Background: an optimization exercise with open tools, aiming at small area. Do not read the settings as production practice. In this exercise RTL edits were held to simulation tests only and were not proved equivalent to the original. No activity file was given, so power comes from the tool's default toggle rates.

==> design.v <==
`timescale 1ns / 1ps
module act_n_weight_ctrlr #(
    parameter ADDR_IN           = 20,
    parameter ADDR_W            = 18,
    parameter ACT_PER_CORE      = 11,
    parameter WEIGHT_PER_CORE   = 9,
    parameter NUM_DENSE_CORE    = 8,
    parameter NUM_SPARSE_CORE   = 4,
    parameter INPUT_BW          = 8,
    parameter OUTPUT_BW         = 8
)(
    input                       clk,
    input                       resetn,
    input  wire start,
    output wire done,
    input  wire [9:0] TOTAL_IC,
    input  wire [5:0] OC,
    input  wire [5:0] IMG_H,
    input  wire [5:0] IMG_W,
    input  wire [2:0] K,
    input  wire signed [INPUT_BW-1:0]   input_mem_data,
    output wire [ADDR_IN-1:0]           input_mem_addr,
    output                              input_mem_en,
    input  wire signed [INPUT_BW-1:0]   weight_mem_data,
    output wire [ADDR_W-1:0]            weight_mem_addr,
    output                              weight_mem_en,
    output wire signed [INPUT_BW-1:0]   act_row_mem_data,
    output wire [ACT_PER_CORE-1:0]      act_row_mem_addr,
    output wire signed [INPUT_BW-1:0]       weight_row_mem_data,
    output wire [WEIGHT_PER_CORE-1:0]       weight_row_mem_addr,
    input wire [NUM_DENSE_CORE-1:0]     which_dense_core_done,
    input wire [NUM_SPARSE_CORE-1:0]    which_sparse_core_done,
    output wire [NUM_DENSE_CORE-1:0]        which_dense_core_start,
    output wire [NUM_SPARSE_CORE-1:0]       which_sparse_core_start
    );
    localparam IDLE                 = 3'd0;
    localparam SPARSE_CHECK         = 3'd1;
    localparam DENSE_CORE_CHECK     = 3'd2;
    localparam SPARSE_CORE_CHECK    = 3'd3;
    localparam LOAD_DENSE_DATA      = 3'd4;
    localparam LOAD_SPARSE_DATA     = 3'd5;
    localparam IS_DONE              = 3'd6;
    localparam DONE                 = 3'd7;
    reg [2:0] state;
    wire st_idle  = (state == IDLE);
    wire st_sc    = (state == SPARSE_CHECK);
    wire st_dcc   = (state == DENSE_CORE_CHECK);
    wire st_scc   = (state == SPARSE_CORE_CHECK);
    wire st_load  = (state == LOAD_DENSE_DATA) || (state == LOAD_SPARSE_DATA);
    wire st_isd   = (state == IS_DONE);
    wire        k3   = K[1];
    wire [5:0]  wm1  = IMG_W + {{5{~k3}}, 1'b1};            
    wire [5:0]  hm1  = IMG_H + {{5{~k3}}, 1'b1};            
    wire [9:0]  tm1  = TOTAL_IC - 1'b1;
    wire [12:0] kkt1 = {3'b0, tm1} + (k3 ? {tm1, 3'b0} : 13'd0);    
    wire [8:0]  wpc  = {3'b0, OC} + (k3 ? {OC, 3'b0} : 9'd0);       
    wire        one_one = ~k3 & (OC == 6'd1) & (IMG_H == 6'd1) & (IMG_W == 6'd1);
    reg        was_dense_core_q;
    reg [1:0]  ic_per_core_cnt;
    reg [5:0]  sparsity_cnt;         
    reg [5:0]  sparse_amount;        
    reg [19:0] input_mem_addr_reg;
    reg [17:0] weight_addr;
    reg [12:0] weight_base;          
    reg [3:0]  weight_ic_cnt;
    reg [8:0]  weight_per_core_cnt;
    reg        weight_full;          
    reg        load_q;               
    reg [10:0] input_per_core_cnt_delay;
    reg [8:0]  weight_per_core_cnt_delay;
    reg [NUM_DENSE_CORE-1:0]   dense_core_ready;
    reg [NUM_SPARSE_CORE-1:0]  sparse_core_ready;
    reg [2:0]  dense_core_check_cnt;
    reg [1:0]  sparse_core_check_cnt;
    reg        get_core, get_core_delay, start_pulse;
    reg [2:0]  granted_core;
    wire col_last = (sparsity_cnt == wm1);
    wire row_last = (sparse_amount == hm1);
    wire act_last = col_last & row_last;
    wire [8:0] wpc_inc   = weight_per_core_cnt + 1'b1;
    wire       w_last    = weight_full | (wpc_inc == wpc);
    wire       w_step    = st_load & ~weight_full;
    wire       ic_wrap   = ~k3 | weight_ic_cnt[3];
    wire [12:0] base_next = weight_base + {k3, 2'b00, 1'b1};
    wire        tile_last = (weight_base == kkt1) | (one_one & (base_next == kkt1));
    wire [10:0] input_per_core_cnt = load_q ? input_per_core_cnt_delay + 1'b1 : 11'd0;
    assign done             = (state == DONE);
    assign input_mem_en     = ~st_idle;
    assign weight_mem_en    = ~st_idle;
    assign input_mem_addr   = st_sc ? (input_mem_addr_reg + sparsity_cnt) : input_mem_addr_reg;
    assign weight_mem_addr  = weight_addr;
    assign act_row_mem_data    = input_mem_data;
    assign act_row_mem_addr    = input_per_core_cnt_delay;
    assign weight_row_mem_data = weight_mem_data;
    assign weight_row_mem_addr = weight_per_core_cnt_delay;
    assign which_dense_core_start  = (start_pulse &  was_dense_core_q) ? (8'd1 << granted_core) : 8'd0;
    assign which_sparse_core_start = (start_pulse & ~was_dense_core_q) ? (4'd1 << granted_core[1:0]) : 4'd0;
    reg [2:0] n_state;
    always @(*) begin
        case (state)
        IDLE              : n_state = start ? SPARSE_CHECK : IDLE;
        SPARSE_CHECK      : begin
            if (ic_per_core_cnt != 2'd0)
                n_state = was_dense_core_q ? LOAD_DENSE_DATA : LOAD_SPARSE_DATA;
            else if (col_last)
                n_state = ({sparse_amount, 1'b0} >= {1'b0, wm1}) ? SPARSE_CORE_CHECK : DENSE_CORE_CHECK;
            else
                n_state = SPARSE_CHECK;
        end
        DENSE_CORE_CHECK  : n_state = get_core ? LOAD_DENSE_DATA : DENSE_CORE_CHECK;
        SPARSE_CORE_CHECK : n_state = get_core ? LOAD_SPARSE_DATA : SPARSE_CORE_CHECK;
        LOAD_DENSE_DATA   : n_state = (act_last & w_last) ? IS_DONE : LOAD_DENSE_DATA;
        LOAD_SPARSE_DATA  : n_state = (act_last & w_last) ? IS_DONE : LOAD_SPARSE_DATA;
        IS_DONE           : n_state = tile_last ? DONE : SPARSE_CHECK;
        default           : n_state = IDLE;
        endcase
    end
    always @(posedge clk or negedge resetn) begin
        if (~resetn) state <= IDLE;
        else         state <= n_state;
    end
    always @(posedge clk) begin
        if (st_sc & (ic_per_core_cnt == 2'd0)) begin
            sparsity_cnt  <= sparsity_cnt + 1'b1;
            sparse_amount <= sparse_amount + (input_mem_data == 0);
        end
        else if (st_load) begin
            if (~col_last)
                sparsity_cnt <= sparsity_cnt + 1'b1;
            else if (~row_last) begin
                sparsity_cnt  <= 6'd0;
                sparse_amount <= sparse_amount + 1'b1;
            end
        end
        else begin
            sparsity_cnt  <= 6'd0;
            sparse_amount <= 6'd0;
        end
    end
    always @(posedge clk) begin
        if (st_idle) begin
            input_mem_addr_reg <= 20'd0;
            weight_addr        <= 18'd0;
            weight_base        <= 13'd0;
        end
        else begin
            if (st_load) input_mem_addr_reg <= input_mem_addr_reg + 1'b1;
            if (w_step)
                weight_addr <= weight_addr + (ic_wrap ? {5'd0, kkt1} : 18'd0) + 1'b1;
            else if (st_isd)
                weight_addr <= {5'd0, base_next};
            if (st_isd) weight_base <= base_next;
        end
        weight_ic_cnt <= (w_step & ~ic_wrap) ? weight_ic_cnt + 1'b1 : 4'd0;
    end
    always @(posedge clk or negedge resetn) begin
        if (~resetn) begin
            weight_per_core_cnt       <= 9'd0;
            weight_full               <= 1'b0;
            load_q                    <= 1'b0;
            input_per_core_cnt_delay  <= 11'd0;
            weight_per_core_cnt_delay <= 9'd0;
        end
        else begin
            weight_per_core_cnt       <= st_load ? (weight_full ? weight_per_core_cnt : wpc_inc) : 9'd0;
            weight_full               <= st_load & w_last;
            load_q                    <= st_load;
            input_per_core_cnt_delay  <= input_per_core_cnt;
            weight_per_core_cnt_delay <= weight_per_core_cnt;
        end
    end
    always @(posedge clk) begin
        if (state == LOAD_DENSE_DATA)       was_dense_core_q <= 1'b1;
        else if (state == LOAD_SPARSE_DATA) was_dense_core_q <= 1'b0;
        if (st_idle)     ic_per_core_cnt <= 2'd0;
        else if (st_isd) ic_per_core_cnt <= (~k3 & ~ic_per_core_cnt[1]) ? ic_per_core_cnt + 1'b1 : 2'd0;
    end
    wire dense_busy  = dense_core_ready[dense_core_check_cnt];
    wire sparse_busy = sparse_core_ready[sparse_core_check_cnt];
    always @(posedge clk or negedge resetn) begin
        if (~resetn) begin
            dense_core_ready  <= 0;
            sparse_core_ready <= 0;
            get_core          <= 1'b0;
            get_core_delay    <= 1'b0;
            start_pulse       <= 1'b0;
        end
        else begin
            get_core_delay <= get_core;
            start_pulse    <= get_core_delay;
            if (st_dcc) begin
                if (which_dense_core_done[dense_core_check_cnt])
                    dense_core_ready[dense_core_check_cnt] <= 1'b0;
                if (~dense_busy & ~get_core) begin
                    get_core <= 1'b1;
                    dense_core_ready[dense_core_check_cnt] <= 1'b1;
                end
                else get_core <= 1'b0;
            end
            else if (st_scc) begin
                if (which_sparse_core_done[sparse_core_check_cnt])
                    sparse_core_ready[sparse_core_check_cnt] <= 1'b0;
                if (~sparse_busy & ~get_core) begin
                    get_core <= 1'b1;
                    sparse_core_ready[sparse_core_check_cnt] <= 1'b1;
                end
                else get_core <= 1'b0;
            end
            else get_core <= 1'b0;
        end
    end
    always @(posedge clk) begin
        if (st_idle) begin
            dense_core_check_cnt  <= 3'd0;
            sparse_core_check_cnt <= 2'd0;
        end
        else if (st_dcc) begin
            if (~get_core | (dense_core_check_cnt == 3'd7))
                dense_core_check_cnt <= dense_core_check_cnt + 1'b1;
        end
        else if (st_scc) begin
            if (~get_core | (sparse_core_check_cnt == 2'd3))
                sparse_core_check_cnt <= sparse_core_check_cnt + 1'b1;
        end
        if ((st_dcc & ~dense_busy & ~get_core) | (st_scc & ~sparse_busy & ~get_core))
            granted_core <= st_dcc ? dense_core_check_cnt : {1'b0, sparse_core_check_cnt};
    end
endmodule
==> run.sh <==
#!/bin/bash
# synth_recipe.tcl (not shown) runs the flow's synth.tcl, then flattens the netlist and writes it again
# the make line also repeats each setting of config.mk as NAME=value (left out here)
make -C /OpenROAD-flow-scripts/flow DESIGN_CONFIG=/design/flow/config.mk WORK_HOME=/design/flow/orfs CLKGATE_MAP_FILE= SYNTH_SCRIPT=/design/flow/synth_recipe.tcl finish
==> config.mk <==
export PLATFORM = sky130hd
export DESIGN_NAME = act_n_weight_ctrlr
export DESIGN_NICKNAME = act_n_weight_ctrlr
export VERILOG_FILES = /design/flow/design.v
export SDC_FILE = /design/flow/constraint.sdc
export NUM_CORES = 4
export LEC_CHECK = 0
export CAP_MARGIN = 20
export CORE_MARGIN = 2
export CORE_UTILIZATION = 40
export SLEW_MARGIN = 20
==> constraint.sdc <==
create_clock -name core_clock -period 15.0 [get_ports {clk}]
set_input_delay 3.0000 -clock core_clock [delete_from_list [all_inputs] [get_ports {clk}]]
set_output_delay 3.0000 -clock core_clock [all_outputs]
set_load 0.01 [all_outputs]
==> results.txt <==
[per-stage QoR]
stage / instances / util
floorplan: 1101 / -
global placement: 1491 / 0.474
detailed placement: 1491 / 0.474
global route: 1523 / 0.500
CTS: 1523 / 0.500
finish: 1523 / 0.500
[power by group through the flow]
stage                     Combinational, mW  Clock [mW]  Sequential, mW
after floorplan                       0.383           0           0.462
after global placement                0.535           0           0.488
after detailed placement              0.539           0           0.489
after CTS                             0.544       0.420           0.483
after global routing                  0.603       0.435           0.494
final                                 0.539       0.410           0.483
[layer usage]
layer | up-vias | GRT usage | routed length, um
met1 | 3786 | 0.245 | 10600
met5 | - | 0 | 0
met2 | 141 | 0.343 | 11600
li1 | 4070 | - | -
met4 | 0 | 0.0515 | 311
met3 | 25 | 0.0361 | 881
[how the worst max path moves through the flow]
stage,from,endpoint,slack [ns]
floorplan,TOTAL_IC[3],weight_addr[16]$_SDFFE_PN0P_,7.92
global placement,K[1],weight_addr[16]$_SDFFE_PN0P_,6.63
detailed placement,K[1],weight_addr[16]$_SDFFE_PN0P_,6.62
CTS,K[1],weight_addr[16]$_SDFFE_PN0P_,7.01
global route,K[1],weight_addr[14]$_SDFFE_PN0P_,6.46
finish,K[1],weight_addr[16]$_SDFFE_PN0P_,6.94
[worst max-delay path: stages]
cell and delay, ns:
clkdlybuf4s50_1 0.94, inv_1 0.55, nor2_1 0.27, ha_1 0.26, a211oi_1 0.37, nor2_1 0.19
o21ai_0 0.38, xor2_1 0.44, nor2b_1 0.22, ha_1 0.28, and3_1 0.19, a31o_2 0.26
o41ai_1 0.65, o21a_1 0.18, o21ai_0 0.07, a21oi_1 0.15
[logic make-up (layout without fill, tap and decap cells)]
group                      after synthesis  after routing  share of synthesized area
and+or+nand+nor                        415            415                      0.220
AOI/OAI and AO/OA                      226            226                      0.158
adders and majority gates               70             70                     0.0983
xor gates and xnor gates               145            145                      0.140
muxes                                   12             12                     0.0210
DFF                                    127            127                      0.314
buffers and inverters                  106            215                     0.0494
[Yosys cell counts (15+ instances only)]
master    instances  share of area
and3_1           17          0.011
clkbuf_1         39          0.016
or3_1            19          0.013
nor2_1          120          0.048
a21oi_1          58          0.031
nand2_1          77          0.031
dfxtp_1          63           0.13
ha_1             64          0.085
dfrtp_1          49           0.13
nand3_1          39          0.021
buf_4            17          0.014
o21ai_0          58          0.031
and2_1           23          0.015
xor2_1           62          0.058
edfxtp_1         15          0.048
xnor2_1          80          0.075
inv_1            42          0.017
nor2b_1          22          0.015
nor3_1           39          0.021
[area by class of cell]
cell class | instances | area, sq um | share of cell area
multi-input combinational | 868 | 5970 | 0.523
sequential | 127 | 2940 | 0.257
timing repair buffer | 138 | 1360 | 0.119
clock buffer | 18 | 450 | 0.0395
tap | 313 | 392 | 0.0343
inverter | 45 | 169 | 0.0148
clock inverter | 14 | 130 | 0.0114
==> impl_metrics.yaml <==
global_route:
  grt_pass1_wl_mm: 38.5
  grt_usage: 0.195
  antenna_found_initial: 0
  overflow: 0
  grt_max_degree: 50
  grt_pass1_vias: 7699
synth:
  syn_nets: 1233
  syn_area_sq_mm: 0.00937
  synth.distinct_cells: 78
  synth_seq_cells: 127
  yosys_warnings: 1
  syn_avg_cell_area_sq_um: 8.51
  synthCells: 1101
  synth-main-ff-cell: "dfxtp_1"
  synth-edff-count: 15
  seq_area_frac_synth: 0.314
  ys_async_sr_fraction: 0.386
power:
  p_sw_uw: 540
  p_comb_frac: 0.376
  powerDensity_mw_per_mm2: 126
  p_leak_nw: 4.56
  swShare: 0.377
  p_int_uw: 893
  power_mw: 1.43
  p_clk_frac: 0.287
  pwr-share-seq: 0.337
  ir_drop_uv: 83.4
clocking:
  cts_hold_buf: 0
  ctsResizeCount: 0
  post-cts-setup-buffer-count: 0
  root_buffer: "clkbuf_16"
  clock_sinks: 127
  cts_buffer_depth: 2
  clk_pin_slew_ns: 0.06
  cts_buffers: 17
  tritoncts: "built"
  insertion_delay_ns: 0.43
  htree_levels: 4
worst_setup_path:
  endpoint_kind: "register"
  critPathLaunchType: "input pin"
  crit_required_ns: 15.36
  r2r-start: "weight_ic_cnt[3]$_SDFF_PN0_"
  worstRegToRegCells: 12
  cp_max_fo: 19
  worstSetupPathType: "in2reg"
  cp.arrival_ns: 8.42
  rrSetupSlack_ns: 11.50
  r2r_end: "weight_addr[16]$_SDFFE_PN0P_"
timing:
  fin_ws_ns: 6.94
  finalCritPeriodShare: 0.537
  holdWs_ns: 0.348
  post-route-min-period_ns: 8.06
  hold_viol_final: 0
  finalSetupViolCount: 0
  rsz0062_at_grt: "no"
  worstMarginPinSlew_ns: 0.924
  finClkSkew_ns: 0.00881
  drv_slew: 0
  tns_ns: 0
  slew_headroom: 0.378
  fmax_mhz: 124
floorplanning:
  fp.dieW_um: 157
  die_area_sq_mm: 0.0247
  coreArea_sq_mm: 0.0228
  placementRows: 55
  ios: 151
  fp.dieH_um: 157
  start_util: 0.410
drt:
  antenna_left: 0
  wire_per_inst_um: 15.4
  drt-total-wl_mm: 23.4
  drt_pass1_iterations: 5
  drt_iter0_drc: 303
  routed-via-count: 8022
  drc: 0
  viasPerCell: 5.27
place:
  post-dp-hpwl_mm: 17.4
  place_congestion: 0.873
  preCtsSetupSlack_ns: 6.62
  placed_area_sq_mm: 0.0108
  port_buffers: 132
worst_hold_path:
  hold_class: "reg2reg"
  min_to: "start_pulse$_DFF_PN0_"
  holdPathStages: 0
  hp-start: "get_core_delay$_DFF_PN0_"
final_layout:
  drive_gt1_frac: 0.0554
  mostFrequentLayoutCell: "clkdlybuf4s50_1"
  largest_register_ffs: 20
  num_antenna_cells: 0
  nets: 1329
  syn_to_final_growth_pct: 21.8
  final_cell_mix: "clkdlybuf4s50_1 (131), nor2_1 (120), xnor2_1 (80)"
  nFillCells: 2205
  final_area_sq_mm: 0.0114
status:
  status: "complete, no violations"
job:
  cap_viol_max_count: 0

-- static timing again, ports no longer ideal --
In the flow no input, the clock included, has a driving cell. The finished layout below was timed again as built, in two steps. Step 1: set_driving_cell puts a clkbuf_16 on clk and a buf_2 on each other input, an assumption about the parent block. Step 2 moves the port delays by t, midway between the first and last clock arrival at a register: inputs arrive t later, outputs are due t later. That takes back most of the time a late clock gives input paths. a / b / c = ideal ports / drivers / drivers and shift; a / b = the first two.
t, ns: 0.472
slack for setup (ns): 6.941 / 6.959 / 6.488
worst hold slack (ns): 0.348 / 0.348 / 0.348
worst setup path at the end: input to register
After both steps this run still meets setup and hold. For this run, drivers alone change the setup slack by +0.018 ns; drivers and shift together by -0.453 ns.
